Context: an optimization exercise on an open-source flow, tuned for small area. The choices shown serve that exercise and are no tape-out recipe. In this exercise RTL edits were held to simulation tests only and were not proved equivalent to the original.

== build 61 ==
## inc_cond_mppt
module inc_cond_mppt (
    input wire clk,
    input wire reset,
    input wire start,
    input wire [15:0] voltage_in,
    input wire [15:0] current_in,
    output wire [15:0] duty_cycle,
    output reg mpp_found,
    output wire [15:0] power_out
);
Size in the first run: about 730 cells after synthesis, ~45 flip-flops, roughly 68 I/O pins, ~0.0063 mm² of cells after synthesis.
clock: 10.0 ns
lec_check: 0
cap_margin: 20
core_margin: 2
core_utilization: 40
slew_margin: 20
standard.sh (not shown) runs the stock make flow with config.mk's settings and CLKGATE_MAP_FILE= SYNTH_SCRIPT=/design/flow/synth_recipe.tcl, a recipe that flattens the netlist after the stock synthesis.
==> flow/flow/run.sh <==
#!/bin/bash
# Layout flow: the standard ORFS flow, except that
#  - the adder cells mfa/mha of the RTL are mapped straight onto the
#    sky130 full/half adder cells (map.py), and Yosys's own full-adder
#    extraction is off (the design's adders are already explicit),
#  - ABC uses an area-oriented mapping script (abc.script),
#  - port buffers use the smallest buffer cell.
# Each tool's output goes to a log in this folder (make.log, orfs/logs/).
set -euo pipefail
W=$(pwd)
F=$W/flow
python3 $F/map.py $W/design.v $W/design_mapped.v
sed "s#^\(\s*\)log_cmd abc {\*}\$abc_args#\1log_cmd abc {*}[lreplace \$abc_args 1 1 $F/abc.script]#" \
  $FLOW_HOME/scripts/synth.tcl > $W/flow_synth.tcl
grep -q "lreplace" $W/flow_synth.tcl
sed "s#source \$::env(SCRIPTS_DIR)/synth.tcl#source $W/flow_synth.tcl#" $W/synth_recipe.tcl > $W/flow_synth_recipe.tcl
grep -q "flow_synth.tcl" $W/flow_synth_recipe.tcl
sed "s#^export VERILOG_FILES = .*#export VERILOG_FILES = $W/design_mapped.v#" $W/config.mk > $W/flow_config.mk
source $F/settings.sh
make -C $FLOW_HOME DESIGN_CONFIG=$W/flow_config.mk WORK_HOME=$W/orfs CLKGATE_MAP_FILE= \
  SYNTH_SCRIPT=$W/flow_synth_recipe.tcl ADDER_MAP_FILE= \
  "${MAKE_ARGS[@]}" finish > $W/make.log 2>&1
: # left out here: write the final layout as DEF
==> flow/flow/abc.script <==
strash
dch
map -a
topo
stime -c
==> flow/flow/map.py <==
#!/usr/bin/env python3
# Replace the bodies of the adder modules mfa/mha with sky130 cells.
import re, sys
src = open(sys.argv[1]).read()
cells = {
    'mfa': "  sky130_fd_sc_hd__fa_1 u (.A(a), .B(b), .CIN(c), .SUM(s), .COUT(co));\n",
    'mha': "  sky130_fd_sc_hd__ha_1 u (.A(a), .B(b), .SUM(s), .COUT(co));\n",
}
def rep(m):
    name, ports = m.group(1), m.group(2)
    if name in cells:
        return f"module {name}({ports});\n{cells[name]}endmodule"
    return m.group(0)
out = re.sub(r"module\s+(\w+)\s*\(([^;]*?)\);(.*?)endmodule", rep, src, flags=re.S)
open(sys.argv[2], 'w').write(out)
==> flow/flow/place_pre.tcl <==
# Buffer every input and output port (as the standard flow does), with a
# buffer cell sized for each side: inputs drive many loads, outputs one pin.
buffer_ports -inputs -buffer_cell sky130_fd_sc_hd__buf_1
buffer_ports -outputs -buffer_cell sky130_fd_sc_hd__buf_1
==> flow/flow/settings.sh <==
MAKE_ARGS=(CAP_MARGIN=20 CORE_MARGIN=2 CORE_UTILIZATION=40 SLEW_MARGIN=20
DONT_BUFFER_PORTS=1 PRE_GLOBAL_PLACE_TCL=$F/place_pre.tcl
"MIN_BUF_CELL_AND_PORTS=sky130_fd_sc_hd__buf_1 A X"
"GPL_TIMING_DRIVEN=0"
"CTS_BUF_LIST=sky130_fd_sc_hd__clkbuf_8"
"SYNTH_INSBUF=0"
)
In summary, build 61 completed successfully, with a layout that passed the timing, design-rule and antenna checks.
Edits applied to the flow inputs when going from build 61 to build 89:
==> flow/flow/abc.script <==
strash
dch -f
map -a
topo
stime -c
--- a/flow/flow/settings.sh
+++ b/flow/flow/settings.sh
@@ -6,0 +7 @@
+"RECOVER_POWER=100"
## What came out
Build 61 and build 89 ended up with roughly the same post-detailed-route via-to-cell ratio. In the metrics for build 89 and build 61, the one carrying the higher clock network contribution to total cell area is build 89. NOTE post-layout net count build 61->build 89 decreased by a few percent. Build 89 ended up with current_in[5] as its timing startpoint of the critical path; build 61 ended up with voltage_in[9]. The final cell count without fillers reported for build 89 is smaller than that of build 61 by 28.

-- afterwards: timing with drivers on the ports --
The flow's constraints put no driver on any port. The routed layouts listed below were extracted and timed again, unchanged, in two steps. Step 1 sets driving cells, clkbuf_16 on the clock port and buf_2 on the other inputs (assumed; they add their load-dependent delay and slew). Step 2 times the ports against the registers' clock, not the clock port: input delays grow and output delays shrink by t, the midpoint of the rising clock arrivals with the driver on. Three values: no drivers, after step 1, after step 2; two values: the first two.
run	t (ns)	setup WS [ns]	worst setup path after step 2	latest minus earliest clock arrival (ns)	worst slew at a driven data input, ns
build 61	0.321	0.475 / 0.443 / 0.443	input to output	0.003 / 0.003	0.04
build 89	0.321	0.413 / 0.381 / 0.261	input to register	0.012 / 0.013	0.05
After both steps setup and hold are still met in every run listed. The setup slack of build 89, which loses most, moves by -0.032 ns with the drivers and by -0.152 ns with both steps.
